Context: an optimization exercise on an open-source flow, tuned for small area and a short achievable clock period. The choices shown serve that exercise and are no tape-out recipe. The RTL was checked by simulation tests, not by an equivalence proof against the original design.

<file path="cos_fine.hex">
a
a
a
9
9
9
9
9
9
9
8
8
8
8
8
8
8
7
7
7
7
7
7
7
7
6
6
6
6
6
6
6
6
5
5
5
5
5
5
5
5
5
4
4
4
4
4
4
4
4
4
4
3
3
3
3
3
3
3
3
3
3
3
3
2
2
2
2
2
2
2
2
2
2
2
2
2
2
2
1
1
1
1
1
1
1
1
1
1
1
1
1
1
1
1
1
1
1
1
1
0
0
0
0
0
0
0
0
0
0
0
0
0
0
0
0
0
0
0
0
0
0
0
0
0
0
0
0
0
0
0
0
0
0
0
0
0
0
0
0
0
0
0
0
0
0
0
0
0
0
0
0
0
0
0
0
0
1
1
1
1
1
1
1
1
1
1
1
1
1
1
1
1
1
1
1
1
1
2
2
2
2
2
2
2
2
2
2
2
2
2
2
2
3
3
3
3
3
3
3
3
3
3
3
3
4
4
4
4
4
4
4
4
4
4
5
5
5
5
5
5
5
5
5
6
6
6
6
6
6
6
6
7
7
7
7
7
7
7
7
8
8
8
8
8
8
8
9
9
9
9
9
9
9
a
a
</file>
<file path="sin_corse.hex">
003244
0096cb
00fb51
015fd5
01c455
0228d1
028d47
02f1b7
035620
03ba81
041ed8
048326
04e768
054b9e
05afc7
0613e2
0677ee
06dbea
073fd5
07a3ae
080774
086b27
08cec5
09324d
0995be
09f918
0a5c59
0abf80
0b228d
0b857f
0be854
0c4b0c
0cada5
0d101f
0d7279
0dd4b2
0e36c8
0e98bc
0efa8b
0f5c36
0fbdba
101f18
10804e
10e15b
11423f
11a2f8
120386
1263e7
12c41a
132420
1383f6
13e39c
144311
14a254
150164
156040
15bee8
161d59
167b95
16d998
173764
1794f6
17f24e
184f6b
18ac4c
1908f0
196556
19c17d
1a1d65
1a790d
1ad473
1b2f97
1b8a78
1be515
1c3f6d
1c9980
1cf34c
1d4cd0
1da60c
1dfeff
1e57a8
1eb007
1f0819
1f5fdf
1fb757
200e82
20655d
20bbe8
211222
21680b
21bda1
2212e5
2267d4
22bc6e
2310b2
2364a0
23b837
240b75
245e5b
24b0e7
250318
2554ee
25a668
25f785
264844
2698a5
26e8a6
273848
278789
27d668
2824e5
2872ff
28c0b5
290e06
295af3
29a779
29f398
2a3f50
2a8aa0
2ad587
2b2004
2b6a16
2bb3be
2bfcf9
2c45c9
2c8e2b
2cd61e
2d1da4
2d64ba
2dab60
2df195
2e3759
2e7cab
2ec18a
2f05f6
2f49ee
2f8d71
2fd07f
301317
305538
3096e2
30d814
3118ce
31590e
3198d5
31d821
3216f3
325548
329322
32d07f
330d5e
3349bf
3385a2
33c106
33fbea
34364e
347031
34a992
34e272
351acf
3552a9
3589ff
35c0d2
35f720
362ce8
36622b
3696e8
36cb1e
36fecd
3731f4
376493
3796aa
37c837
37f93a
3829b4
3859a3
388906
38b7df
38e62b
3913eb
39411e
396dc4
3999dc
39c566
39f062
3a1ace
3a44ac
3a6df9
3a96b6
3abee3
3ae67f
3b0d89
3b3402
3b59e8
3b7f3d
3ba3fe
3bc82c
3bebc7
3c0ece
3c3140
3c531f
3c7468
3c951c
3cb53b
3cd4c4
3cf3b6
3d1213
3d2fd8
3d4d07
3d699f
3d859f
3da107
3dbbd7
3dd60f
3defae
3e08b4
3e2121
3e38f5
3e5030
3e66d1
3e7cd7
3e9244
3ea716
3ebb4e
3eceeb
3ee1ed
3ef453
3f061f
3f174e
3f27e3
3f37db
3f4737
3f55f8
3f641c
3f71a3
3f7e8e
3f8adc
3f968e
3fa1a3
3fac1a
3fb5f5
3fbf32
3fc7d2
3fcfd5
3fd73a
3fde02
3fe42c
3fe9b9
3feea7
3ff2f9
3ff6ac
3ff9c1
3ffc39
3ffe13
3fff4e
3fffec
</file>
<file path="flow/run.sh">
#!/bin/bash
# Layout flow: the standard flow with two changes made after global
# placement, before the standard resizing:
#  - the port buffers that buffer_ports inserts are made
#    sky130_fd_sc_hd__buf_4 (it picks clkdlybuf4s50_1, a delay cell); every
#    port keeps its buffer;
#  - gates in the fanout of the data inputs that drive five or more pins are
#    given drive strength 4 (2 where there is no 4).
set -euo pipefail

# synthesis, floorplan and global placement (with port buffering)
bash standard.sh 3_3_place_gp > flow_to_gp.log 2>&1

openroad -no_init -exit flow/port_buffers.tcl > port_buffers.log 2>&1
openroad -no_init -exit flow/upsize_inputs.tcl > upsize_inputs.log 2>&1

# the rest of the standard flow, from resizing on
bash standard.sh > flow_rest.log 2>&1
</file>
<file path="flow/port_buffers.tcl">
# Replace the cell of each buffer that sits on a port (other than the clock)
# with sky130_fd_sc_hd__buf_4 where buffer_ports chose a clock delay cell.
read_liberty $::env(FLOW_HOME)/platforms/sky130hd/lib/sky130_fd_sc_hd__tt_025C_1v80.lib
set odb orfs/results/sky130hd/dds/base/3_3_place_gp.odb
read_db $odb
set block [ord::get_db_block]
set n 0
foreach bterm [$block getBTerms] {
    set net [$bterm getNet]
    if { $net eq "NULL" || [$bterm getName] eq "sys_clk" } { continue }
    foreach iterm [$net getITerms] {
        set inst [$iterm getInst]
        set master [[$inst getMaster] getName]
        if { [string match "sky130_fd_sc_hd__clkdlybuf*" $master] } {
            if { 1 } {
                puts "port [$bterm getName]: [$inst getName] $master -> sky130_fd_sc_hd__buf_4"
                replace_cell [$inst getName] sky130_fd_sc_hd__buf_4
                incr n
            }
        }
    }
}
puts "replaced $n port buffers"
write_db $odb
</file>
<file path="flow/upsize_inputs.tcl">
# Upsize the gates in the combinational fanout of the data inputs that drive
# five or more pins: these paths start late (the input delay), so their gates
# should be fast; the standard flow leaves them as synthesis sized them.
read_liberty $::env(FLOW_HOME)/platforms/sky130hd/lib/sky130_fd_sc_hd__tt_025C_1v80.lib
set odb orfs/results/sky130hd/dds/base/3_3_place_gp.odb
read_db $odb
set ins {}
foreach p [all_inputs] {
    set n [get_name $p]
    if { $n ne "sys_clk" && $n ne "sys_rst_n" } { lappend ins $p }
}
set n 0
foreach inst [get_cells [get_fanout -from $ins -only_cells -flat]] {
    set lc [get_lib_cells -quiet -of_objects $inst]
    if { $lc eq "" || $lc eq "NULL" } { continue }
    set lcn [get_name $lc]
    if { [regexp {df|dl|edf|sdf} $lcn] } { continue }
    if { ![regexp {^(sky130_fd_sc_hd__[a-z0-9]+)_([0-9]+)$} $lcn -> base drive] } { continue }
    set fo 0
    foreach pin [get_pins -of_objects $inst -filter "direction==output"] {
        set net [get_nets -of_objects $pin]
        if { $net ne "" } { incr fo [llength [get_pins -of_objects $net -filter "direction==input"]] }
    }
    if { $fo < 5 || $drive >= 4 } { continue }
    set target ""
    foreach d {4 2} {
        if { [llength [get_lib_cells -quiet sky130_fd_sc_hd__tt_025C_1v80/${base}_$d]] } { set target ${base}_$d; break }
    }
    if { $target eq "" } { continue }
    puts "[get_name $inst]: $lcn (fanout $fo) -> $target"
    replace_cell [get_name $inst] $target
    incr n
}
puts "upsized $n cells"
write_db $odb
</file>
<file path="standard.sh">
#!/bin/bash
# synth_recipe.tcl (not shown) runs the flow's synth.tcl, then flattens the netlist and writes it again
# the make line also repeats each setting of config.mk as NAME=value (left out here)
make -C /OpenROAD-flow-scripts/flow DESIGN_CONFIG=/design/flow/config.mk WORK_HOME=/design/flow/orfs CLKGATE_MAP_FILE= SYNTH_SCRIPT=/design/flow/synth_recipe.tcl "${@:-finish}"
</file>
<file path="config.mk">
export PLATFORM = sky130hd
export DESIGN_NAME = dds
export DESIGN_NICKNAME = dds
export VERILOG_FILES = /design/flow/design.v
export SDC_FILE = /design/flow/constraint.sdc
export NUM_CORES = 4
export LEC_CHECK = 0
export ABC_AREA = 1
export CAP_MARGIN = 8
export CORE_MARGIN = 2
export CORE_UTILIZATION = 45
export CTS_CLUSTER_DIAMETER = 100
export CTS_CLUSTER_SIZE = 30
export SLEW_MARGIN = 8
export SYNTH_MEMORY_MAX_BITS = 16384
</file>
<file path="constraint.sdc">
create_clock -name core_clock -period 120.0 [get_ports {sys_clk}]
set_input_delay 24.0000 -clock core_clock [delete_from_list [all_inputs] [get_ports {sys_clk}]]
set_output_delay 24.0000 -clock core_clock [all_outputs]
set_load 0.01 [all_outputs]
</file>
<file path="design.v">
module dds_ctrl (
    input  wire        clk,
    input  wire [17:0] A,
    input  wire        vld,
    output wire [20:0] mag,       
    output wire        neg        
);
reg [21:0] crs_lo [0:255];
reg [21:0] crs_hi [0:255];
reg [3:0]  cfn    [0:255];
initial begin
    $readmemh("sin_corse.hex", crs_lo);
    $readmemh("sin_corse.hex", crs_hi);
    $readmemh("cos_fine.hex", cfn);
end
wire [1:0]  q   = A[17:16];
wire [7:0]  i   = A[15:8];
wire [7:0]  jx  = A[7:0];
wire [6:0]  il  = i[7] ? ~i[6:0] : i[6:0];
wire [21:0] lo  = crs_lo[{1'b0, il}];         
wire [21:0] hi  = crs_hi[{1'b1, ~il}];        
wire        sx  = i[7] ^ q[0];
wire [21:0] X   = sx ? hi : lo;       
wire [21:0] Y   = sx ? lo : hi;
wire [3:0]  cf  = cfn[jx];
wire signed [7:0]  sd  = {~jx[7], jx[6:0]};
wire signed [27:0] sdx = sd;
wire signed [27:0] sft = (sdx <<< 19) - (sdx <<< 17) + (sdx <<< 14) + (sdx <<< 11) + (sdx <<< 7) - sdx + 28'sd4096;
wire [13:0] sf  = sft[26:13];
wire [25:0] m1 = X * cf;
wire [35:0] m2 = Y * sf;
reg [4:0]  p1;
reg [13:0] p2;
reg [1:0]  qo;
always @(posedge clk) begin
    p1 <= vld ? m1[25:21] : 5'd0;
    p2 <= vld ? m2[35:22] : 14'd0;
    qo <= q;
end
wire [21:0] add = (i[7] ^ qo[0]) ? hi : lo;
wire [22:0] ca  = {1'b0, add};
wire [22:0] cb  = {9'd0, p2};
wire [22:0] cc  = {18'd0, p1};
wire [22:0] cs  = ca ^ cb ^ cc;
wire [22:0] cy  = {(ca[21:0] & cb[21:0]) | (ca[21:0] & cc[21:0]) | (cb[21:0] & cc[21:0]), 1'b0};
reg  [22:0] sum;
reg         c;
integer b;
always @(*) begin
    c = 1'b0;
    for (b = 0; b < 23; b = b + 1) begin
        sum[b] = cs[b] ^ cy[b] ^ c;
        c = (cs[b] & cy[b]) | (c & (cs[b] ^ cy[b]));
    end
end
assign mag = vld ? sum[22:2] : 21'd0;
assign neg = vld & qo[1];
endmodule
module stop_rom (
    input  wire [8:0]  f,
    output reg  [13:0] stop
);
always @(*)
    case (f)
        9'd0: stop = 14'd16383;
        9'd1: stop = 14'd1000;
        9'd2: stop = 14'd500;
        9'd3: stop = 14'd333;
        9'd4: stop = 14'd250;
        9'd5: stop = 14'd200;
        9'd6: stop = 14'd166;
        9'd7: stop = 14'd142;
        9'd8: stop = 14'd125;
        9'd9: stop = 14'd111;
        9'd10: stop = 14'd100;
        9'd11: stop = 14'd90;
        9'd12: stop = 14'd83;
        9'd13: stop = 14'd76;
        9'd14: stop = 14'd71;
        9'd15: stop = 14'd66;
        9'd16: stop = 14'd62;
        9'd17: stop = 14'd58;
        9'd18: stop = 14'd55;
        9'd19: stop = 14'd52;
        9'd20: stop = 14'd50;
        9'd21: stop = 14'd47;
        9'd22: stop = 14'd45;
        9'd23: stop = 14'd43;
        9'd24: stop = 14'd41;
        9'd25: stop = 14'd40;
        9'd26: stop = 14'd38;
        9'd27: stop = 14'd37;
        9'd28: stop = 14'd35;
        9'd29: stop = 14'd34;
        9'd30: stop = 14'd33;
        9'd31: stop = 14'd32;
        9'd32: stop = 14'd31;
        9'd33: stop = 14'd30;
        9'd34: stop = 14'd29;
        9'd35: stop = 14'd28;
        9'd36: stop = 14'd27;
        9'd37: stop = 14'd27;
        9'd38: stop = 14'd26;
        9'd39: stop = 14'd25;
        9'd40: stop = 14'd25;
        9'd41: stop = 14'd24;
        9'd42: stop = 14'd23;
        9'd43: stop = 14'd23;
        9'd44: stop = 14'd22;
        9'd45: stop = 14'd22;
        9'd46: stop = 14'd21;
        9'd47: stop = 14'd21;
        9'd48: stop = 14'd20;
        9'd49: stop = 14'd20;
        9'd50: stop = 14'd20;
        9'd51: stop = 14'd19;
        9'd52: stop = 14'd19;
        9'd53: stop = 14'd18;
        9'd54: stop = 14'd18;
        9'd55: stop = 14'd18;
        9'd56: stop = 14'd17;
        9'd57: stop = 14'd17;
        9'd58: stop = 14'd17;
        9'd59: stop = 14'd16;
        9'd60: stop = 14'd16;
        9'd61: stop = 14'd16;
        9'd62: stop = 14'd16;
        9'd63: stop = 14'd15;
        9'd64: stop = 14'd15;
        9'd65: stop = 14'd15;
        9'd66: stop = 14'd15;
        9'd67: stop = 14'd14;
        9'd68: stop = 14'd14;
        9'd69: stop = 14'd14;
        9'd70: stop = 14'd14;
        9'd71: stop = 14'd14;
        9'd72: stop = 14'd13;
        9'd73: stop = 14'd13;
        9'd74: stop = 14'd13;
        9'd75: stop = 14'd13;
        9'd76: stop = 14'd13;
        9'd77: stop = 14'd12;
        9'd78: stop = 14'd12;
        9'd79: stop = 14'd12;
        9'd80: stop = 14'd12;
        9'd81: stop = 14'd12;
        9'd82: stop = 14'd12;
        9'd83: stop = 14'd12;
        9'd84: stop = 14'd11;
        9'd85: stop = 14'd11;
        9'd86: stop = 14'd11;
        9'd87: stop = 14'd11;
        9'd88: stop = 14'd11;
        9'd89: stop = 14'd11;
        9'd90: stop = 14'd11;
        9'd91: stop = 14'd10;
        9'd92: stop = 14'd10;
        9'd93: stop = 14'd10;
        9'd94: stop = 14'd10;
        9'd95: stop = 14'd10;
        9'd96: stop = 14'd10;
        9'd97: stop = 14'd10;
        9'd98: stop = 14'd10;
        9'd99: stop = 14'd10;
        9'd100: stop = 14'd10;
        9'd101: stop = 14'd9;
        9'd102: stop = 14'd9;
        9'd103: stop = 14'd9;
        9'd104: stop = 14'd9;
        9'd105: stop = 14'd9;
        9'd106: stop = 14'd9;
        9'd107: stop = 14'd9;
        9'd108: stop = 14'd9;
        9'd109: stop = 14'd9;
        9'd110: stop = 14'd9;
        9'd111: stop = 14'd9;
        9'd112: stop = 14'd8;
        9'd113: stop = 14'd8;
        9'd114: stop = 14'd8;
        9'd115: stop = 14'd8;
        9'd116: stop = 14'd8;
        9'd117: stop = 14'd8;
        9'd118: stop = 14'd8;
        9'd119: stop = 14'd8;
        9'd120: stop = 14'd8;
        9'd121: stop = 14'd8;
        9'd122: stop = 14'd8;
        9'd123: stop = 14'd8;
        9'd124: stop = 14'd8;
        9'd125: stop = 14'd8;
        9'd126: stop = 14'd7;
        9'd127: stop = 14'd7;
        9'd128: stop = 14'd7;
        9'd129: stop = 14'd7;
        9'd130: stop = 14'd7;
        9'd131: stop = 14'd7;
        9'd132: stop = 14'd7;
        9'd133: stop = 14'd7;
        9'd134: stop = 14'd7;
        9'd135: stop = 14'd7;
        9'd136: stop = 14'd7;
        9'd137: stop = 14'd7;
        9'd138: stop = 14'd7;
        9'd139: stop = 14'd7;
        9'd140: stop = 14'd7;
        9'd141: stop = 14'd7;
        9'd142: stop = 14'd7;
        9'd143: stop = 14'd6;
        9'd144: stop = 14'd6;
        9'd145: stop = 14'd6;
        9'd146: stop = 14'd6;
        9'd147: stop = 14'd6;
        9'd148: stop = 14'd6;
        9'd149: stop = 14'd6;
        9'd150: stop = 14'd6;
        9'd151: stop = 14'd6;
        9'd152: stop = 14'd6;
        9'd153: stop = 14'd6;
        9'd154: stop = 14'd6;
        9'd155: stop = 14'd6;
        9'd156: stop = 14'd6;
        9'd157: stop = 14'd6;
        9'd158: stop = 14'd6;
        9'd159: stop = 14'd6;
        9'd160: stop = 14'd6;
        9'd161: stop = 14'd6;
        9'd162: stop = 14'd6;
        9'd163: stop = 14'd6;
        9'd164: stop = 14'd6;
        9'd165: stop = 14'd6;
        9'd166: stop = 14'd6;
        9'd167: stop = 14'd5;
        9'd168: stop = 14'd5;
        9'd169: stop = 14'd5;
        9'd170: stop = 14'd5;
        9'd171: stop = 14'd5;
        9'd172: stop = 14'd5;
        9'd173: stop = 14'd5;
        9'd174: stop = 14'd5;
        9'd175: stop = 14'd5;
        9'd176: stop = 14'd5;
        9'd177: stop = 14'd5;
        9'd178: stop = 14'd5;
        9'd179: stop = 14'd5;
        9'd180: stop = 14'd5;
        9'd181: stop = 14'd5;
        9'd182: stop = 14'd5;
        9'd183: stop = 14'd5;
        9'd184: stop = 14'd5;
        9'd185: stop = 14'd5;
        9'd186: stop = 14'd5;
        9'd187: stop = 14'd5;
        9'd188: stop = 14'd5;
        9'd189: stop = 14'd5;
        9'd190: stop = 14'd5;
        9'd191: stop = 14'd5;
        9'd192: stop = 14'd5;
        9'd193: stop = 14'd5;
        9'd194: stop = 14'd5;
        9'd195: stop = 14'd5;
        9'd196: stop = 14'd5;
        9'd197: stop = 14'd5;
        9'd198: stop = 14'd5;
        9'd199: stop = 14'd5;
        9'd200: stop = 14'd5;
        9'd201: stop = 14'd4;
        9'd202: stop = 14'd4;
        9'd203: stop = 14'd4;
        9'd204: stop = 14'd4;
        9'd205: stop = 14'd4;
        9'd206: stop = 14'd4;
        9'd207: stop = 14'd4;
        9'd208: stop = 14'd4;
        9'd209: stop = 14'd4;
        9'd210: stop = 14'd4;
        9'd211: stop = 14'd4;
        9'd212: stop = 14'd4;
        9'd213: stop = 14'd4;
        9'd214: stop = 14'd4;
        9'd215: stop = 14'd4;
        9'd216: stop = 14'd4;
        9'd217: stop = 14'd4;
        9'd218: stop = 14'd4;
        9'd219: stop = 14'd4;
        9'd220: stop = 14'd4;
        9'd221: stop = 14'd4;
        9'd222: stop = 14'd4;
        9'd223: stop = 14'd4;
        9'd224: stop = 14'd4;
        9'd225: stop = 14'd4;
        9'd226: stop = 14'd4;
        9'd227: stop = 14'd4;
        9'd228: stop = 14'd4;
        9'd229: stop = 14'd4;
        9'd230: stop = 14'd4;
        9'd231: stop = 14'd4;
        9'd232: stop = 14'd4;
        9'd233: stop = 14'd4;
        9'd234: stop = 14'd4;
        9'd235: stop = 14'd4;
        9'd236: stop = 14'd4;
        9'd237: stop = 14'd4;
        9'd238: stop = 14'd4;
        9'd239: stop = 14'd4;
        9'd240: stop = 14'd4;
        9'd241: stop = 14'd4;
        9'd242: stop = 14'd4;
        9'd243: stop = 14'd4;
        9'd244: stop = 14'd4;
        9'd245: stop = 14'd4;
        9'd246: stop = 14'd4;
        9'd247: stop = 14'd4;
        9'd248: stop = 14'd4;
        9'd249: stop = 14'd4;
        9'd250: stop = 14'd4;
        9'd251: stop = 14'd3;
        9'd252: stop = 14'd3;
        9'd253: stop = 14'd3;
        9'd254: stop = 14'd3;
        9'd255: stop = 14'd3;
        9'd256: stop = 14'd3;
        9'd257: stop = 14'd3;
        9'd258: stop = 14'd3;
        9'd259: stop = 14'd3;
        9'd260: stop = 14'd3;
        9'd261: stop = 14'd3;
        9'd262: stop = 14'd3;
        9'd263: stop = 14'd3;
        9'd264: stop = 14'd3;
        9'd265: stop = 14'd3;
        9'd266: stop = 14'd3;
        9'd267: stop = 14'd3;
        9'd268: stop = 14'd3;
        9'd269: stop = 14'd3;
        9'd270: stop = 14'd3;
        9'd271: stop = 14'd3;
        9'd272: stop = 14'd3;
        9'd273: stop = 14'd3;
        9'd274: stop = 14'd3;
        9'd275: stop = 14'd3;
        9'd276: stop = 14'd3;
        9'd277: stop = 14'd3;
        9'd278: stop = 14'd3;
        9'd279: stop = 14'd3;
        9'd280: stop = 14'd3;
        9'd281: stop = 14'd3;
        9'd282: stop = 14'd3;
        9'd283: stop = 14'd3;
        9'd284: stop = 14'd3;
        9'd285: stop = 14'd3;
        9'd286: stop = 14'd3;
        9'd287: stop = 14'd3;
        9'd288: stop = 14'd3;
        9'd289: stop = 14'd3;
        9'd290: stop = 14'd3;
        9'd291: stop = 14'd3;
        9'd292: stop = 14'd3;
        9'd293: stop = 14'd3;
        9'd294: stop = 14'd3;
        9'd295: stop = 14'd3;
        9'd296: stop = 14'd3;
        9'd297: stop = 14'd3;
        9'd298: stop = 14'd3;
        9'd299: stop = 14'd3;
        9'd300: stop = 14'd3;
        9'd301: stop = 14'd3;
        9'd302: stop = 14'd3;
        9'd303: stop = 14'd3;
        9'd304: stop = 14'd3;
        9'd305: stop = 14'd3;
        9'd306: stop = 14'd3;
        9'd307: stop = 14'd3;
        9'd308: stop = 14'd3;
        9'd309: stop = 14'd3;
        9'd310: stop = 14'd3;
        9'd311: stop = 14'd3;
        9'd312: stop = 14'd3;
        9'd313: stop = 14'd3;
        9'd314: stop = 14'd3;
        9'd315: stop = 14'd3;
        9'd316: stop = 14'd3;
        9'd317: stop = 14'd3;
        9'd318: stop = 14'd3;
        9'd319: stop = 14'd3;
        9'd320: stop = 14'd3;
        9'd321: stop = 14'd3;
        9'd322: stop = 14'd3;
        9'd323: stop = 14'd3;
        9'd324: stop = 14'd3;
        9'd325: stop = 14'd3;
        9'd326: stop = 14'd3;
        9'd327: stop = 14'd3;
        9'd328: stop = 14'd3;
        9'd329: stop = 14'd3;
        9'd330: stop = 14'd3;
        9'd331: stop = 14'd3;
        9'd332: stop = 14'd3;
        9'd333: stop = 14'd3;
        9'd334: stop = 14'd2;
        9'd335: stop = 14'd2;
        9'd336: stop = 14'd2;
        9'd337: stop = 14'd2;
        9'd338: stop = 14'd2;
        9'd339: stop = 14'd2;
        9'd340: stop = 14'd2;
        9'd341: stop = 14'd2;
        9'd342: stop = 14'd2;
        9'd343: stop = 14'd2;
        9'd344: stop = 14'd2;
        9'd345: stop = 14'd2;
        9'd346: stop = 14'd2;
        9'd347: stop = 14'd2;
        9'd348: stop = 14'd2;
        9'd349: stop = 14'd2;
        9'd350: stop = 14'd2;
        9'd351: stop = 14'd2;
        9'd352: stop = 14'd2;
        9'd353: stop = 14'd2;
        9'd354: stop = 14'd2;
        9'd355: stop = 14'd2;
        9'd356: stop = 14'd2;
        9'd357: stop = 14'd2;
        9'd358: stop = 14'd2;
        9'd359: stop = 14'd2;
        9'd360: stop = 14'd2;
        9'd361: stop = 14'd2;
        9'd362: stop = 14'd2;
        9'd363: stop = 14'd2;
        9'd364: stop = 14'd2;
        9'd365: stop = 14'd2;
        9'd366: stop = 14'd2;
        9'd367: stop = 14'd2;
        9'd368: stop = 14'd2;
        9'd369: stop = 14'd2;
        9'd370: stop = 14'd2;
        9'd371: stop = 14'd2;
        9'd372: stop = 14'd2;
        9'd373: stop = 14'd2;
        9'd374: stop = 14'd2;
        9'd375: stop = 14'd2;
        9'd376: stop = 14'd2;
        9'd377: stop = 14'd2;
        9'd378: stop = 14'd2;
        9'd379: stop = 14'd2;
        9'd380: stop = 14'd2;
        9'd381: stop = 14'd2;
        9'd382: stop = 14'd2;
        9'd383: stop = 14'd2;
        9'd384: stop = 14'd2;
        9'd385: stop = 14'd2;
        9'd386: stop = 14'd2;
        9'd387: stop = 14'd2;
        9'd388: stop = 14'd2;
        9'd389: stop = 14'd2;
        9'd390: stop = 14'd2;
        9'd391: stop = 14'd2;
        9'd392: stop = 14'd2;
        9'd393: stop = 14'd2;
        9'd394: stop = 14'd2;
        9'd395: stop = 14'd2;
        9'd396: stop = 14'd2;
        9'd397: stop = 14'd2;
        9'd398: stop = 14'd2;
        9'd399: stop = 14'd2;
        9'd400: stop = 14'd2;
        9'd401: stop = 14'd2;
        9'd402: stop = 14'd2;
        9'd403: stop = 14'd2;
        9'd404: stop = 14'd2;
        9'd405: stop = 14'd2;
        9'd406: stop = 14'd2;
        9'd407: stop = 14'd2;
        9'd408: stop = 14'd2;
        9'd409: stop = 14'd2;
        9'd410: stop = 14'd2;
        9'd411: stop = 14'd2;
        9'd412: stop = 14'd2;
        9'd413: stop = 14'd2;
        9'd414: stop = 14'd2;
        9'd415: stop = 14'd2;
        9'd416: stop = 14'd2;
        9'd417: stop = 14'd2;
        9'd418: stop = 14'd2;
        9'd419: stop = 14'd2;
        9'd420: stop = 14'd2;
        9'd421: stop = 14'd2;
        9'd422: stop = 14'd2;
        9'd423: stop = 14'd2;
        9'd424: stop = 14'd2;
        9'd425: stop = 14'd2;
        9'd426: stop = 14'd2;
        9'd427: stop = 14'd2;
        9'd428: stop = 14'd2;
        9'd429: stop = 14'd2;
        9'd430: stop = 14'd2;
        9'd431: stop = 14'd2;
        9'd432: stop = 14'd2;
        9'd433: stop = 14'd2;
        9'd434: stop = 14'd2;
        9'd435: stop = 14'd2;
        9'd436: stop = 14'd2;
        9'd437: stop = 14'd2;
        9'd438: stop = 14'd2;
        9'd439: stop = 14'd2;
        9'd440: stop = 14'd2;
        9'd441: stop = 14'd2;
        9'd442: stop = 14'd2;
        9'd443: stop = 14'd2;
        9'd444: stop = 14'd2;
        9'd445: stop = 14'd2;
        9'd446: stop = 14'd2;
        9'd447: stop = 14'd2;
        9'd448: stop = 14'd2;
        9'd449: stop = 14'd2;
        9'd450: stop = 14'd2;
        9'd451: stop = 14'd2;
        9'd452: stop = 14'd2;
        9'd453: stop = 14'd2;
        9'd454: stop = 14'd2;
        9'd455: stop = 14'd2;
        9'd456: stop = 14'd2;
        9'd457: stop = 14'd2;
        9'd458: stop = 14'd2;
        9'd459: stop = 14'd2;
        9'd460: stop = 14'd2;
        9'd461: stop = 14'd2;
        9'd462: stop = 14'd2;
        9'd463: stop = 14'd2;
        9'd464: stop = 14'd2;
        9'd465: stop = 14'd2;
        9'd466: stop = 14'd2;
        9'd467: stop = 14'd2;
        9'd468: stop = 14'd2;
        9'd469: stop = 14'd2;
        9'd470: stop = 14'd2;
        9'd471: stop = 14'd2;
        9'd472: stop = 14'd2;
        9'd473: stop = 14'd2;
        9'd474: stop = 14'd2;
        9'd475: stop = 14'd2;
        9'd476: stop = 14'd2;
        9'd477: stop = 14'd2;
        9'd478: stop = 14'd2;
        9'd479: stop = 14'd2;
        9'd480: stop = 14'd2;
        9'd481: stop = 14'd2;
        9'd482: stop = 14'd2;
        9'd483: stop = 14'd2;
        9'd484: stop = 14'd2;
        9'd485: stop = 14'd2;
        9'd486: stop = 14'd2;
        9'd487: stop = 14'd2;
        9'd488: stop = 14'd2;
        9'd489: stop = 14'd2;
        9'd490: stop = 14'd2;
        9'd491: stop = 14'd2;
        9'd492: stop = 14'd2;
        9'd493: stop = 14'd2;
        9'd494: stop = 14'd2;
        9'd495: stop = 14'd2;
        9'd496: stop = 14'd2;
        9'd497: stop = 14'd2;
        9'd498: stop = 14'd2;
        9'd499: stop = 14'd2;
        9'd500: stop = 14'd2;
        9'd501: stop = 14'd1;
        9'd502: stop = 14'd1;
        9'd503: stop = 14'd1;
        9'd504: stop = 14'd1;
        9'd505: stop = 14'd1;
        9'd506: stop = 14'd1;
        9'd507: stop = 14'd1;
        9'd508: stop = 14'd1;
        9'd509: stop = 14'd1;
        9'd510: stop = 14'd1;
        9'd511: stop = 14'd1;
        default: stop = 14'd0;
    endcase
endmodule
`timescale 1ns / 1ps
module dds
(
    input wire          sys_clk     ,
    input wire          sys_rst_n   ,
    input wire  [5:0]   wave_sel,
    input wire  [3:0]   mode_sel,
    input wire  [8:0]   F,
    input wire  [10:0]  T,
    input wire  [6:0]   Z,
    output reg  [21:0]  dac_data,
    output wire [7:0]   dac_data_8bit
);
reg [5:0]  wave_sel1;
reg [3:0]  mode_sel1;
reg        m1d;                
wire w_lfm  = (wave_sel1 == 6'b000100);
wire w_nflm = (wave_sel1 == 6'b100000);
wire w_bpsk = (wave_sel1 == 6'b001000);
wire w_qpsk = (wave_sel1 == 6'b010000);
wire w_cos  = (wave_sel1 == 6'b000010);
wire w_psk  = w_bpsk | w_qpsk;
wire m_1    = (mode_sel1 == 4'b0001);
wire m_2    = (mode_sel1 == 4'b0010);
wire m_4    = (mode_sel1 == 4'b0100);
wire m_8    = (mode_sel1 == 4'b1000);
function [31:0] radd;
    input [31:0] a;
    input [31:0] b;
    input        ci;
    integer k;
    reg c;
    begin
        c = ci;
        for (k = 0; k < 32; k = k + 1) begin
            radd[k] = a[k] ^ b[k] ^ c;
            c = (a[k] & b[k]) | (c & (a[k] ^ b[k]));
        end
    end
endfunction
reg [8:1] v;
always @(posedge sys_clk or negedge sys_rst_n)
    if (!sys_rst_n) v <= 8'd0;
    else            v <= {v[7:1], 1'b1};
reg [8:0]  Fr, Fr2;
reg [10:0] Tr, Tr2;
reg [6:0]  Z1;
reg [4:0]  flag;
always @(posedge sys_clk or negedge sys_rst_n)
    if (!sys_rst_n) begin
        wave_sel1 <= 6'd0; mode_sel1 <= 4'd0; Fr <= 9'd0; Tr <= 11'd0; Z1 <= 7'd0;
        flag <= 5'd0;
    end else begin
        wave_sel1 <= wave_sel; mode_sel1 <= mode_sel; Fr <= F; Tr <= T; Z1 <= Z;
        flag <= {wave_sel1 != wave_sel, mode_sel1 != mode_sel, Fr != F, Tr != T, Z1 != Z};
    end
always @(posedge sys_clk) begin
    m1d <= m_1; Fr2 <= Fr; Tr2 <= Tr;
end
wire judge = |flag;            
reg  [3:1] lfd;                
reg  [4:1] jd;                 
wire judge_c = jd[1];          
wire [31:0] tr25  = radd({19'd0, Tr2, 2'd0}, {16'd0, Tr2, 5'd0}, 1'b0);       
wire [31:0] tr100 = radd(tr25, {13'd0, Tr2, 6'd0}, 1'b0);                       
wire [18:0] TIME  = tr100[18:0];
wire        lfm1  = lfd[1];      
wire        m1_1  = m1d;
reg  [2:0]  tzc;
reg  [25:0] TZ;
wire        tz_ok = (tzc == 3'd7);
always @(posedge sys_clk)
    if (!v[1])     tzc <= 3'd0;
    else if (judge_c) tzc <= 3'd0;
    else if (!tz_ok) tzc <= tzc + 3'd1;
always @(posedge sys_clk)
    if (!tz_ok) TZ <= radd({6'd0, (tzc == 3'd0 ? 26'd0 : {TZ[24:0], 1'b0})}, {13'd0, (Z1[3'd6 - tzc] ? TIME : 19'd0)}, 1'b0);
reg [25:0] cnt;
reg        T_cnt;
reg [3:0]  T_cnt1;
reg [5:1]  T_cnt_d;
wire [31:0] cnt_u  = radd({7'd0, cnt[25:1]}, 32'd0, 1'b1);
wire [25:0] cnt_p2 = {cnt_u[24:0], cnt[0]};
wire [25:0] cnt_p1 = cnt[0] ? {cnt_u[24:0], 1'b0} : {cnt[25:1], 1'b1};
wire eq_t   = (cnt    == {7'd0, TIME});
wire eq_tm1 = (cnt_p1 == {7'd0, TIME});
wire eq_tm2 = (cnt_p2 == {7'd0, TIME});
wire eq_t1  = !v[2] ? (cnt == 26'd0) :
              lfm1  ? (m1_1 ? eq_tm2 : (tz_ok && cnt_p2 == TZ)) :
                      (tz_ok && cnt_p1 == TZ);
always @(posedge sys_clk)
    if (!v[1])     cnt <= 26'd0;
    else if (judge_c) cnt <= 26'd0;
    else if (eq_t1)  cnt <= 26'd0;
    else if (w_lfm)  cnt <= cnt_p2;
    else             cnt <= cnt_p1;
always @(posedge sys_clk)
    if (!v[1])                    T_cnt <= 1'b0;
    else if (judge_c)               T_cnt <= 1'b0;
    else if (eq_tm1 && !w_lfm)      T_cnt <= 1'b1;
    else if (eq_tm2 && w_lfm)       T_cnt <= m_1 ? ~T_cnt : 1'b1;
    else if (eq_t1)                 T_cnt <= 1'b0;
always @(posedge sys_clk)
    if (!v[1])    T_cnt1 <= 4'd0;
    else if (judge_c) T_cnt1 <= 4'd0;
    else if (m_1)   T_cnt1 <= 4'd0;
    else if (m_2) begin
        if (eq_t)       T_cnt1 <= 4'd1;
        else if (eq_t1) T_cnt1 <= 4'd0;
    end else if (m_4 | m_8) begin
        if ((T_cnt1 == 4'd7) && eq_t1) T_cnt1 <= 4'd0;
        else if (eq_t | eq_t1)         T_cnt1 <= T_cnt1 + 4'd1;
    end
always @(posedge sys_clk)
    T_cnt_d <= {T_cnt_d[4:1], T_cnt};
reg [2:0] fwsel;
always @(*)
    if (m_1 | m_2) fwsel = 3'd1;
    else if (m_4)
        case (T_cnt1)
            4'd0: fwsel = 3'd1; 4'd2: fwsel = 3'd2; 4'd4: fwsel = 3'd3; 4'd6: fwsel = 3'd4;
            default: fwsel = 3'd5;
        endcase
    else if (m_8)
        case (T_cnt1)
            4'd0: fwsel = 3'd1; 4'd2: fwsel = 3'd3; 4'd4: fwsel = 3'd2; 4'd6: fwsel = 3'd4;
            default: fwsel = 3'd5;
        endcase
    else fwsel = 3'd0;
reg [2:0] f0sel_n, f0sel;
always @(*)
    if (!w_psk) f0sel_n = 3'd0;
    else if (m_1 | m_2) f0sel_n = 3'd1;
    else if (m_4 | m_8)
        case (T_cnt1)
            4'd2: f0sel_n = 3'd2; 4'd4: f0sel_n = 3'd3; 4'd6: f0sel_n = 3'd4;
            default: f0sel_n = 3'd1;
        endcase
    else f0sel_n = 3'd0;
always @(posedge sys_clk)
    f0sel <= f0sel_n;
reg [8:0] F0;
always @(*)
    case (f0sel)
        3'd1: F0 = Fr2;
        3'd2: F0 = Fr2 * 2'd3;
        3'd3: F0 = {Fr2[7:0], 1'b0};
        3'd4: F0 = {Fr2[6:0], 2'b0};
        default: F0 = 9'd0;
    endcase
reg [8:0] F1;
reg       FW_flag;
always @(posedge sys_clk) begin
    F1 <= F0; FW_flag <= (F1 != F0);
end
wire        fwj = judge_c | FW_flag;
wire        off = !m_1 & T_cnt;
reg  [13:0] STOP;
reg  [13:0] c16;
reg  [3:0]  state;
reg         m_data;
reg  [1:0]  m_data2;
reg  [1:0]  I_tmp, Q_tmp;
reg         bp;           
reg  [2:0]  qp;           
wire [13:0] stop_tab;
stop_rom stop_rom_inst (.f(F0), .stop(stop_tab));
wire        c_m1 = (STOP != 14'd0) && (c16 == STOP - 14'd1);
wire        c_m5 = (STOP >= 14'd5) && (c16 == STOP - 14'd5);
wire        c_m6 = (STOP >= 14'd6) && (c16 == STOP - 14'd6);
always @(posedge sys_clk)
    if (!v[1])    STOP <= 14'd0;
    else if (fwj)   STOP <= stop_tab;
always @(posedge sys_clk)
    if (c_m1)         c16 <= 14'd0;
    else if (fwj)     c16 <= 14'd0;
    else if (off)     c16 <= 14'd0;
    else if (!w_psk)  c16 <= 14'd0;
    else              c16 <= c16 + 14'd1;
always @(posedge sys_clk)
    if (c_m5)         state <= {state[2:0], state[3] ^ state[2]};
    else if (fwj)     state <= 4'b1001;
    else if (!w_psk)  state <= 4'b1001;
    else if (off)     state <= 4'b1001;
always @(posedge sys_clk)
    if (fwj)          m_data <= 1'b0;
    else if (off)     m_data <= 1'b0;
    else if (!w_psk)  m_data <= 1'b0;
    else              m_data <= state[0];
always @(posedge sys_clk)
    if (fwj)          m_data2 <= 2'b00;
    else if (off)     m_data2 <= 2'b10;
    else if (!w_psk)  m_data2 <= 2'b10;
    else if (c_m6)    m_data2 <= {m_data2[0], m_data};
always @(posedge sys_clk)
    if (judge_c | !v[1]) begin I_tmp <= 2'b00; Q_tmp <= 2'b00; end
    else begin
        I_tmp <= m_data2[0] ? 2'b01 : 2'b11;
        Q_tmp <= m_data2[1] ? 2'b01 : 2'b11;
    end
always @(posedge sys_clk)
    if (!v[1])    begin bp <= 1'b0; qp <= 3'd0; end
    else begin
        bp <= w_bpsk & !m_data;
        if (!w_qpsk) qp <= 3'd0;
        else if (I_tmp == 2'b01)
            qp <= (Q_tmp == 2'b01) ? 3'd3 : (Q_tmp == 2'b11) ? 3'd4 : 3'd0;
        else
            qp <= (Q_tmp == 2'b01) ? 3'd5 : (Q_tmp == 2'b11) ? 3'd6 : 3'd0;
    end
wire [2:0] tcode = (w_cos | w_lfm) ? 3'd1 :
                   w_bpsk ? (bp ? 3'd2 : 3'd0) :
                   w_qpsk ? qp :
                   w_nflm ? 3'd7 : 3'd0;
reg [3:1] pod;
reg [2:0] tcd [1:3];
reg [2:0] fwd [1:3];
always @(posedge sys_clk) begin
        jd  <= {jd[3:1],  judge};
        lfd <= {lfd[2:1], w_lfm};
        pod <= {pod[2:1], off};
        tcd[1] <= tcode; tcd[2] <= tcd[1]; tcd[3] <= tcd[2];
        fwd[1] <= fwsel; fwd[2] <= fwd[1]; fwd[3] <= fwd[2];
    end
wire       judge_d  = jd[4];
wire       lfm_d    = lfd[3];
wire       off_d    = pod[3];
wire [2:0] tc_d     = tcd[3];
wire [2:0] fws_d    = fwd[3];
wire       nflm_d   = (tc_d == 3'd7);
wire       tflag_d  = T_cnt_d[4] ^ T_cnt_d[5];
wire        lfm_j = (wave_sel1 == 6'b000100);
wire [28:0] Fr29  = {20'd0, Fr};
wire [28:0] num0  = (Fr29 << 20) - (Fr29 << 18) + (Fr29 << 16) + (Fr29 << 13)
                  - (Fr29 << 10) - (Fr29 << 7) - (Fr29 << 4) + Fr29;
wire [10:0] den0  = lfm_j ? Tr : {2'd0, Fr};
reg  [10:0] dr1, dr2, dr3;      
reg  [28:0] dw1, dw2, dw3;      
reg  [10:0] dd2, dd3;           
reg         dl2, dl3;           
wire        dl1 = lfd[1];
wire [10:0] dd1 = dl1 ? Tr2 : {2'd0, Fr2};
function [39:0] divstep;        
    input [10:0] r;
    input [28:0] w;
    input [10:0] d;
    reg   [11:0] r2;
    reg   [12:0] df;
    begin
        r2 = {r, w[28]};
        df = {1'b0, r2} - {2'b0, d};
        if (!df[12]) divstep = {df[10:0], w[27:0], 1'b1};
        else         divstep = {r2[10:0], w[27:0], 1'b0};
    end
endfunction
reg [39:0] s0, s1, s2, s3;
integer k;
always @(*) begin
    s0 = {11'd0, num0};
    for (k = 0; k < 6; k = k + 1) s0 = divstep(s0[39:29], s0[28:0], den0);
    s1 = {dr1, dw1};
    for (k = 0; k < 8; k = k + 1) s1 = divstep(s1[39:29], s1[28:0], dd1);
    s2 = {dr2, dw2};
    for (k = 0; k < 8; k = k + 1) s2 = divstep(s2[39:29], s2[28:0], dd2);
    s3 = {dr3, dw3};
    for (k = 0; k < 7; k = k + 1) s3 = divstep(s3[39:29], s3[28:0], dd3);
end
always @(posedge sys_clk) begin
    dr1 <= s0[39:29]; dw1 <= s0[28:0];
    dr2 <= s1[39:29]; dw2 <= s1[28:0]; dd2 <= dd1;  dl2 <= dl1;
    dr3 <= s2[39:29]; dw3 <= s2[28:0]; dd3 <= dd2;  dl3 <= dl2;
end
wire [31:0] F32    = {23'd0, dd3[8:0]};
wire [31:0] fw_f   = (F32 << 23) + (F32 << 18) - (F32 << 16) + (F32 << 12)
                   + (F32 << 9) + (F32 << 7) - (F32 << 4) - (F32 << 1);
wire [31:0] fw_new = dl3 ? {{3{dd3 == 11'd0}}, s3[28:0]} : fw_f;
reg [31:0] F_WORD, FW1, acc, fre_add;
reg [17:0] r1;
reg [22:0] rom_addr_theta;
reg        lfm_p, nflm_p;
always @(posedge sys_clk)
    if (!v[1])      F_WORD <= 32'd0;
    else if (judge_d) F_WORD <= fw_new;
always @(posedge sys_clk)
    if (!v[1])    FW1 <= 32'd0;
    else case (fws_d)
        3'd1: FW1 <= F_WORD;
        3'd2: FW1 <= {F_WORD[30:0], 1'b0};
        3'd3: FW1 <= radd(F_WORD, {F_WORD[30:0], 1'b0}, 1'b0);
        3'd4: FW1 <= {F_WORD[29:0], 2'b0};
        3'd5: FW1 <= 32'd0;
        default: ;
    endcase
always @(posedge sys_clk) begin
    lfm_p <= lfm_d; nflm_p <= nflm_d;
end
wire [31:0] theta    = lfm_p  ? acc : 32'd0;
wire [31:0] fre_add1 = nflm_p ? acc : 32'd0;
wire        nflm_clr = judge_d | !nflm_d;
wire [31:0] acc_sum = radd(lfm_d ? theta : fre_add1, lfm_d ? FW1 : {2'b00, F_WORD[31:2]}, 1'b0);
always @(posedge sys_clk)
    if (lfm_d)                    acc <= (judge_d | tflag_d) ? 32'd0 : acc_sum;
    else if (nflm_d)                   acc <= judge_d ? 32'd0 : acc_sum;
    else                               acc <= 32'd0;
always @(posedge sys_clk)
    if (!v[1])        fre_add <= 32'd0;
    else if (judge_d)   fre_add <= 32'd0;
    else if (off_d)     fre_add <= 32'd0;
    else if (lfm_d && tflag_d) fre_add <= 32'd0;
    else                fre_add <= radd(fre_add, lfm_d ? theta : FW1, 1'b0);
always @(posedge sys_clk)
    if (nflm_clr)      r1 <= 18'd0;
    else               r1 <= fre_add1[31:14];
reg [17:0] rd [1:5];
reg        nclr_d;
always @(posedge sys_clk) begin
    rd[1] <= r1; rd[2] <= rd[1]; rd[3] <= rd[2]; rd[4] <= rd[3]; rd[5] <= rd[4];
end
always @(posedge sys_clk)
    nclr_d <= nflm_clr;
wire [20:0] nflm_mag;
wire        nflm_neg;
dds_ctrl nflm_sine (.clk(sys_clk), .A(rd[5]), .vld(v[8]), .mag(nflm_mag), .neg(nflm_neg));
wire [31:0] nflm_sum = radd({10'd0, (nflm_neg ? ~{1'b0, nflm_mag} : {1'b0, nflm_mag})},
                            {10'd0, (nflm_neg ? 22'h200002 : 22'h1FFFFF)}, 1'b0);
wire [21:0] nflm_ofs = (nflm_mag == 21'd0) ? 22'h1FFFFF :
                       nflm_sum[21:0];
always @(posedge sys_clk)
    case (tc_d)
        3'd1: rom_addr_theta <= 23'h1FFFFF;
        3'd2: rom_addr_theta <= 23'h3FFFFF;
        3'd3: rom_addr_theta <= 23'h0FFFFF;
        3'd4: rom_addr_theta <= 23'h2FFFFF;
        3'd5: rom_addr_theta <= 23'h4FFFFF;
        3'd6: rom_addr_theta <= 23'h6FFFFF;
        3'd7: rom_addr_theta <= nclr_d ? 23'd0 : {nflm_ofs, 1'b0};
        default: rom_addr_theta <= 23'd0;
    endcase
wire [22:0] rom_addr = rom_addr_theta + fre_add[31:9];
wire [21:0] dds_data;
wire [20:0] main_mag;
wire        main_neg;
dds_ctrl main_sine (.clk(sys_clk), .A(rom_addr[22:5]), .vld(v[3]), .mag(main_mag), .neg(main_neg));
wire [31:0] main_negv = radd({10'h3FF, ~{1'b0, main_mag}}, 32'd0, 1'b1);
assign dds_data = main_neg ? main_negv[21:0] : {1'b0, main_mag};
wire        dac_en   = (mode_sel == 4'b0001) | !T_cnt_d[4];
wire [7:0]  dds_8bit = dds_data[21:14] + (dds_data[21] ? 8'd129 : 8'd127);
reg  [7:0]  d8;
always @(posedge sys_clk or negedge sys_rst_n)
    if (!sys_rst_n) begin
        dac_data <= 22'd0;
        d8       <= 8'h00;
    end else begin
        dac_data <= dac_en ? dds_data : 22'd0;
        d8       <= dac_en ? (dds_8bit ^ 8'h7F) : 8'h00;
    end
assign dac_data_8bit = d8 ^ 8'h7F;
endmodule
</file>
==> results of run 1 <==
per-stage QoR:
step	setup slack [ns]	util, %	instances	hold WS (ns)
global route	94.70	47.8	15100	0.272
detailed placement	94.74	47.1	15000	0.312
global placement	94.21	47.2	15000	0.310
finish	94.75	47.8	15100	0.282
floorplan	95.08	-	12500	0.310
CTS	94.70	47.8	15100	0.288
Yosys cell counts, types with 37 or more instances:
| cell | count |
|---|---|
| nor4_1 | 42 |
| dfrtp_1 | 79 |
| xor2_1 | 279 |
| o221ai_1 | 47 |
| fa_1 | 825 |
| xnor2_1 | 174 |
| a211oi_1 | 54 |
| a221oi_1 | 48 |
| buf_1 | 41 |
| or2_2 | 54 |
| inv_1 | 1981 |
| clkinv_1 | 37 |
| a21oi_1 | 803 |
| nor3_1 | 99 |
| dfxtp_1 | 585 |
| o22ai_1 | 58 |
| nand4_1 | 94 |
| nand3_1 | 466 |
| o21bai_1 | 95 |
| ha_1 | 1041 |
| clkbuf_1 | 259 |
| a31oi_1 | 95 |
| o21ai_1 | 55 |
| o211ai_1 | 81 |
| o21ai_0 | 787 |
| nand2_1 | 2630 |
| nor2_1 | 1202 |
| buf_2 | 57 |
cell families after synthesis:
logic type | share of synthesized area (%)
mux | 0.102
fa+ha+maj | 32.7
other cells | 0.00831
buf+inv | 10.4
simple gates | 21.0
flops | 16.1
compound gates | 15.2
xor+xnor | 4.49
state kept, by name (all words and copies together), names as in the netlist, 14 cells and up:
signal,cells
fre_add,32
r1,18
acc,32
main_sine.p2,14
nflm_sine.p2,14
FW1,32
rom_addr_theta,23
dw2,29
dw3,29
dac_data,21
rd,90
F_WORD,32
c16,14
TZ,24
cnt,26
dw1,28
per-layer routing:
metal | up-vias | part of all wire, %
met5 | - | 0.0079
met3 | 787 | 6.4
met4 | 4 | 6.2
met2 | 3192 | 45
met1 | 41200 | 42
li1 | 40200 | -
how the worst max path moves through the flow:
stage | start | endpoint
after global routing | d8[0] | dac_data_8bit[0]
final | d8[0] | dac_data_8bit[0]
after detailed placement | sys_rst_n | v[3]
after global placement | mode_sel[1] | d8[6]
after CTS | d8[0] | dac_data_8bit[0]
after floorplan | mode_sel[1] | dac_data[10]
critical path, stage by stage (launching register included):
cell and delay, ns:
dfrtp_1 0.40, inv_1 0.06, buf_4 0.11
area by class of cell:
| cell class | instances | share of cell area [%] |
|---|---|---|
| multi-input cells | 9364 | 69.8 |
| clock inverters | 22 | 0.438 |
| clock buffers | 46 | 1.12 |
| flip-flops and latches | 692 | 15.2 |
| repair buffers | 235 | 1.85 |
| well taps | 2656 | 3.48 |
| diodes | 2 | 0.00524 |
| inverters | 2048 | 8.06 |
==> results.json, run 1 <==
{
  "synth-main-ff-cell": "dfxtp_1",
  "r2r-end": "dr2[2]",
  "fin_skew_ns": 0.0556,
  "fin_area_um2": 95500,
  "grt_usage_pct": 33.2,
  "synthArstFlopShare_pct": 11.4,
  "cp.arrival_ns": 1.25,
  "layout.nets": 14300,
  "grt_use_met1_pct": 42.9,
  "path_clk_slew_ns": 0.11,
  "hold_end": "tcd[2][1]",
  "die_area_um2": 204000,
  "vias_per_cell": 5.66,
  "core_area_um2": 200000,
  "first_global_vias": 85700,
  "multi_input_comb_area_um2": 66700,
  "cp-start-kind": "register",
  "ys_ff_latch": 692,
  "dp_hpwl_um": 279000,
  "rsz0062_at_grt": "false",
  "fp-row-count": 164,
  "ys_types": 84,
  "period_share_pct": 21.0,
  "dr.pass1.iters": 6,
  "max_freq_mhz": 39.6,
  "syn_to_final_growth_pct": 5.64,
  "synth_edf_count": 28,
  "hold_path_depth": 0,
  "yosys-top-cells-area": "fa_1 (18%), ha_1 (14%), dfxtp_1 (13%), nand2_1 (11%), inv_1 (8.2%)",
  "die_h_um": 452,
  "cts_tree": "done",
  "synth_top_area_share_pct": 18.3,
  "cts_htree_levels": 2,
  "cts_buffers": 40,
  "hp-class": "reg -> reg",
  "synth_top_cell_by_area": "fa_1",
  "drt-initial-drc-count": 7181,
  "layout.cells.most_common": "nand2_1",
  "ys_seq_area_share_pct": 16.1,
  "setup_viol": 0,
  "syn_area_per_cell_um2": 7.23,
  "root_buffer": "clkbuf_16",
  "synth_area_um2": 90400,
  "cts_sinks": 692,
  "drive_gt1_share_pct": 3.84,
  "drt_wl_total_um": 343000,
  "wire_per_inst_um": 22.7,
  "grt-busiest-layer": "met2",
  "postPlaceCellArea_um2": 94000,
  "overflow": 0,
  "ctsHoldBuffers": 0,
  "use_met3_pct": 3.98,
  "reg2reg_setup_slack_ns": 97.56,
  "postRouteAntennaNets": 0,
  "ios": 69,
  "cap_violations": 0,
  "cp-end-kind": "output port",
  "grt_pass1_wl_um": 522000,
  "vias": 85300,
  "slew_viol_final": 0,
  "start_util_pct": 45.3,
  "grt_max_degree": 55,
  "worstMarginPinSlew_ns": 1.20,
  "tns_ns": 0,
  "netlist_instances": 12500,
  "period_needed_ns": 25.25,
  "cts.path.max_buffers": 3,
  "routabilityCongestion": 1.06,
  "hold_start": "tcd[1][1]",
  "fp.dieW_um": 452,
  "drc_errors": 0,
  "fillers": 20200,
  "max-slew-margin-rel_pct": 19.3,
  "clock_latency_ns": 0.70,
  "portBuffers": 68,
  "worst-setup-path-type": "reg -> out",
  "finalHoldViolCount": 0,
  "yosysWarnings": 9,
  "ctsResizeCount": 0,
  "status": "timing/DRC/antenna clean",
  "layout_common_cells": "nand2_1 (2626), inv_1 (1976), nor2_1 (1198)",
  "grt_use_met2_pct": 54.5,
  "crit_required_ns": 96.00,
  "cts_setup_buffers": 0,
  "rr_startpoint": "lfd[1]",
  "worstPathMaxFanout": 2,
  "seq_area_um2": 14500,
  "reg2regPathDepth": 108,
  "antenna_found_initial": 8
}
==> run 2, diff against run 1 <==
--- a/design.v
+++ b/design.v
@@ -27,7 +27,24 @@
 wire signed [27:0] sdx = sd;
 wire signed [27:0] sft = (sdx <<< 19) - (sdx <<< 17) + (sdx <<< 14) + (sdx <<< 11) + (sdx <<< 7) - sdx + 28'sd4096;
 wire [13:0] sf  = sft[26:13];
-wire [25:0] m1 = X * cf;
+wire [25:0] r0  = cf[0] ? {4'd0, X}       : 26'd0;
+wire [25:0] r1  = cf[1] ? {3'd0, X, 1'b0} : 26'd0;
+wire [25:0] r2  = cf[2] ? {2'd0, X, 2'b0} : 26'd0;
+wire [25:0] r3  = cf[3] ? {1'd0, X, 3'b0} : 26'd0;
+wire [25:0] s1  = r0 ^ r1 ^ r2;
+wire [25:0] c1  = {(r0[24:0] & r1[24:0]) | (r0[24:0] & r2[24:0]) | (r1[24:0] & r2[24:0]), 1'b0};
+wire [25:0] s2  = s1 ^ c1 ^ r3;
+wire [25:0] c2  = {(s1[24:0] & c1[24:0]) | (s1[24:0] & r3[24:0]) | (c1[24:0] & r3[24:0]), 1'b0};
+reg  [25:0] m1;
+reg         mc;
+integer t;
+always @(*) begin
+    mc = 1'b0;
+    for (t = 0; t < 26; t = t + 1) begin
+        m1[t] = s2[t] ^ c2[t] ^ mc;
+        mc = (s2[t] & c2[t]) | (mc & (s2[t] ^ c2[t]));
+    end
+end
 wire [35:0] m2 = Y * sf;
 reg [4:0]  p1;
 reg [13:0] p2;
==> run 2 against run 1 <==
Against the previous run:
- non-clock buffer count down 10
- utilization shrank 0.24 points
- still clean
- critical endpoint is now dac_data_8bit[3]
- hold slack better by 0.029 ns
- routed wire length fell by 5.3%
- sequential share of layout area grew 0.28 points
- highest routed layer is now met4
==> results.json, run 2 <==
{
  "max_freq_mhz": 39.7,
  "layout_setup_ws_ns": 94.80,
  "dr.pass1.iters": 9,
  "top_register": "rd",
  "ctsResizeCount": 0,
  "fp.dieW_um": 449,
  "yosys-top-cells-area": "fa_1 (19%), ha_1 (14%), dfxtp_1 (13%), nand2_1 (9.7%), inv_1 (8.5%)",
  "synth-simple-area-share_pct": 19.6,
  "status": "timing/DRC/antenna clean",
  "vias_per_cell": 5.58,
  "fp-row-count": 163,
  "synthArstFlopShare_pct": 11.4,
  "setup_viol": 0,
  "period_share_pct": 21.0,
  "cts_buffers": 35,
  "synth_top_area_share_pct": 18.8,
  "clock_latency_ns": 0.66,
  "period_needed_ns": 25.20,
  "crit_chain": "inv_1, buf_4",
  "fillers": 20000,
  "worst-setup-path-type": "reg -> out",
  "max-slew-margin-rel_pct": 14.8,
  "grt-busiest-layer": "met2",
  "ios": 69,
  "grt_use_met1_pct": 42.9,
  "hp-class": "reg -> reg",
  "cts_htree_levels": 2,
  "overflow": 0,
  "routabilityCongestion": 1.02,
  "layout_common_cells": "nand2_1 (2302), inv_1 (2018), nor2_1 (1200)",
  "die_area_um2": 201000,
  "synth_compound_area_share_pct": 15.3,
  "synth_adder_area_share_pct": 33.1,
  "fin_skew_ns": 0.0371,
  "drc_errors": 0,
  "slew_viol_final": 0,
  "cts.path.max_buffers": 3,
  "ys_types": 98,
  "hold_ws_ns": 0.311,
  "cp-start-kind": "register",
  "start_util_pct": 45.2,
  "drive_gt1_share_pct": 4.44,
  "grt_use_met2_pct": 51.3,
  "grt_max_degree": 104,
  "dp_hpwl_um": 261000,
  "yosysWarnings": 9,
  "netlist_instances": 12100,
  "synth_top_cell_by_area": "fa_1",
  "ys_seq_area_share_pct": 16.3,
  "place_inst": 14600,
  "ctsHoldBuffers": 0,
  "use_met3_pct": 3.93,
  "worstPathMaxFanout": 1,
  "syn_area_per_cell_um2": 7.35,
  "drt-initial-drc-count": 7074,
  "postRouteAntennaNets": 0,
  "grt_usage_pct": 31.7,
  "core_area_um2": 197000,
  "cpPeakStageDelay_ns": 0.38,
  "cts_sinks": 692,
  "synthXorXnorAreaFrac_pct": 4.78,
  "slowest_stage": "dfrtp_1",
  "syn_to_final_growth_pct": 5.28,
  "synth_area_um2": 89000,
  "first_global_vias": 82000,
  "layout.nets": 13900,
  "drt_wl_total_um": 324000,
  "cts_setup_buffers": 0,
  "yosys-mux-area-fraction_pct": 0.0688,
  "cp-end-kind": "output port",
  "detailedPlace.worstSlack_ns": 94.36,
  "synth_edf_count": 28,
  "layout.cells.most_common": "nand2_1",
  "worstMarginPinSlew_ns": 1.26,
  "cp.arrival_ns": 1.20,
  "synth-main-ff-cell": "dfxtp_1",
  "synth_common_cells": "nand2_1 (2306), inv_1 (2021), nor2_1 (1200)",
  "die_h_um": 449,
  "grt_pass1_wl_um": 498000,
  "root_buffer": "clkbuf_16",
  "largest_register_ffs": 90,
  "cts_tree": "done",
  "layout.cells.non_filler": 14700,
  "antenna_found_initial": 5,
  "cap_violations": 0,
  "portBuffers": 68,
  "crit_required_ns": 96.00,
  "vias": 81700,
  "synth_top_family_by_area": "adder cells",
  "tns_ns": 0,
  "finalHoldViolCount": 0,
  "yosys.cell_count.top_type": "nand2_1",
  "wire_per_inst_um": 22.1,
  "path_clk_slew_ns": 0.11,
  "rsz0062_at_grt": "false",
  "ys_ff_latch": 692
}
## run 2: routing by layer
metal / wire length (um) / vias up / part of all wire (%)
met5: 0 / - / 0
met4: 15100 / 0 / 4.6
met3: 20400 / 588 / 6.3
met2: 146000 / 2748 / 45
met1: 142000 / 39800 / 44
li1: - / 38700 / -
## run 2: worst max-delay path: cells and delay by family, from the launching register on
family,cells,cell delay [ns]
buffers and inverters,2,0.17
flip-flops,1,0.38
## run 2: final timing paths
path	start	endpoint	slack [ns]	cells past startpoint
worst max-delay path	d8[3]	dac_data_8bit[3]	94.80	2
worst min-delay path	rd[1][1]	rd[2][1]	0.31	0
worst max register to register	lfd[1]	dr2[4]	96.25	123
worst min register to register	rd[1][1]	rd[2][1]	0.31	0
max in group asynchronous	sys_rst_n	Fr[0]	95.67	2
min in group asynchronous	sys_rst_n	dac_data[5]	23.15	1
## run 2: area by class of cell
type | count | area, um^2 | area share [%]
clock inverters | 18 | 318 | 0.339
flip-flops and latches | 692 | 14500 | 15.5
well taps | 2640 | 3300 | 3.52
clock buffers | 40 | 937 | 1.00
inverters | 2098 | 7890 | 8.41
multi-input cells | 8939 | 65000 | 69.4
repair buffers | 225 | 1710 | 1.83
diodes | 4 | 10.0 | 0.0107
## run 2: cells by family (layout without fill, tap and decap cells)
group           count (synthesis)  in the layout
compound gates               2305           2305
xor+xnor                      480            480
fa+ha+maj                    1855           1855
buf+inv                      2490           2381
flops                         692            692
mux                             6              6
other cells                     2              9
simple gates                 4288           4288
## run 2: per-stage QoR
stage / area, um^2 / util (%)
6_report: 93800 / 47.6
3_3_place_gp: 92600 / 47.0
5_1_grt: 93700 / 47.6
2_1_floorplan: 89100 / -
4_1_cts: 93700 / 47.6
3_5_place_dp: 92500 / 46.9

-- port drivers added, routing unchanged --
How much do the figures lean on ideal ports? The routed layouts below were timed once more, with nothing changed but the port constraints. Step 1: set_driving_cell puts a clkbuf_16 on sys_clk and a buf_2 on each other input, an assumption about the parent block. Step 2, shift: input delay + t, output delay - t, t = (earliest + latest rising clock arrival at the registers) / 2. This alone moves slack from input paths to output paths. Slacks: no drivers / after step 1 / after step 2; pairs: no drivers / after step 1.
run | shift t [ns] | setup slack, ns | worst hold slack (ns)
run 1 | 0.752 | 94.753 / 94.677 / 94.775 | 0.282 / 0.282 / 0.282
run 2 | 0.726 | 94.796 / 94.712 / 94.483 | 0.311 / 0.311 / 0.311
After both steps every run listed still meets setup and hold. For run 2, which loses most, drivers alone change the setup slack by -0.084 ns; drivers and shift together by -0.313 ns.
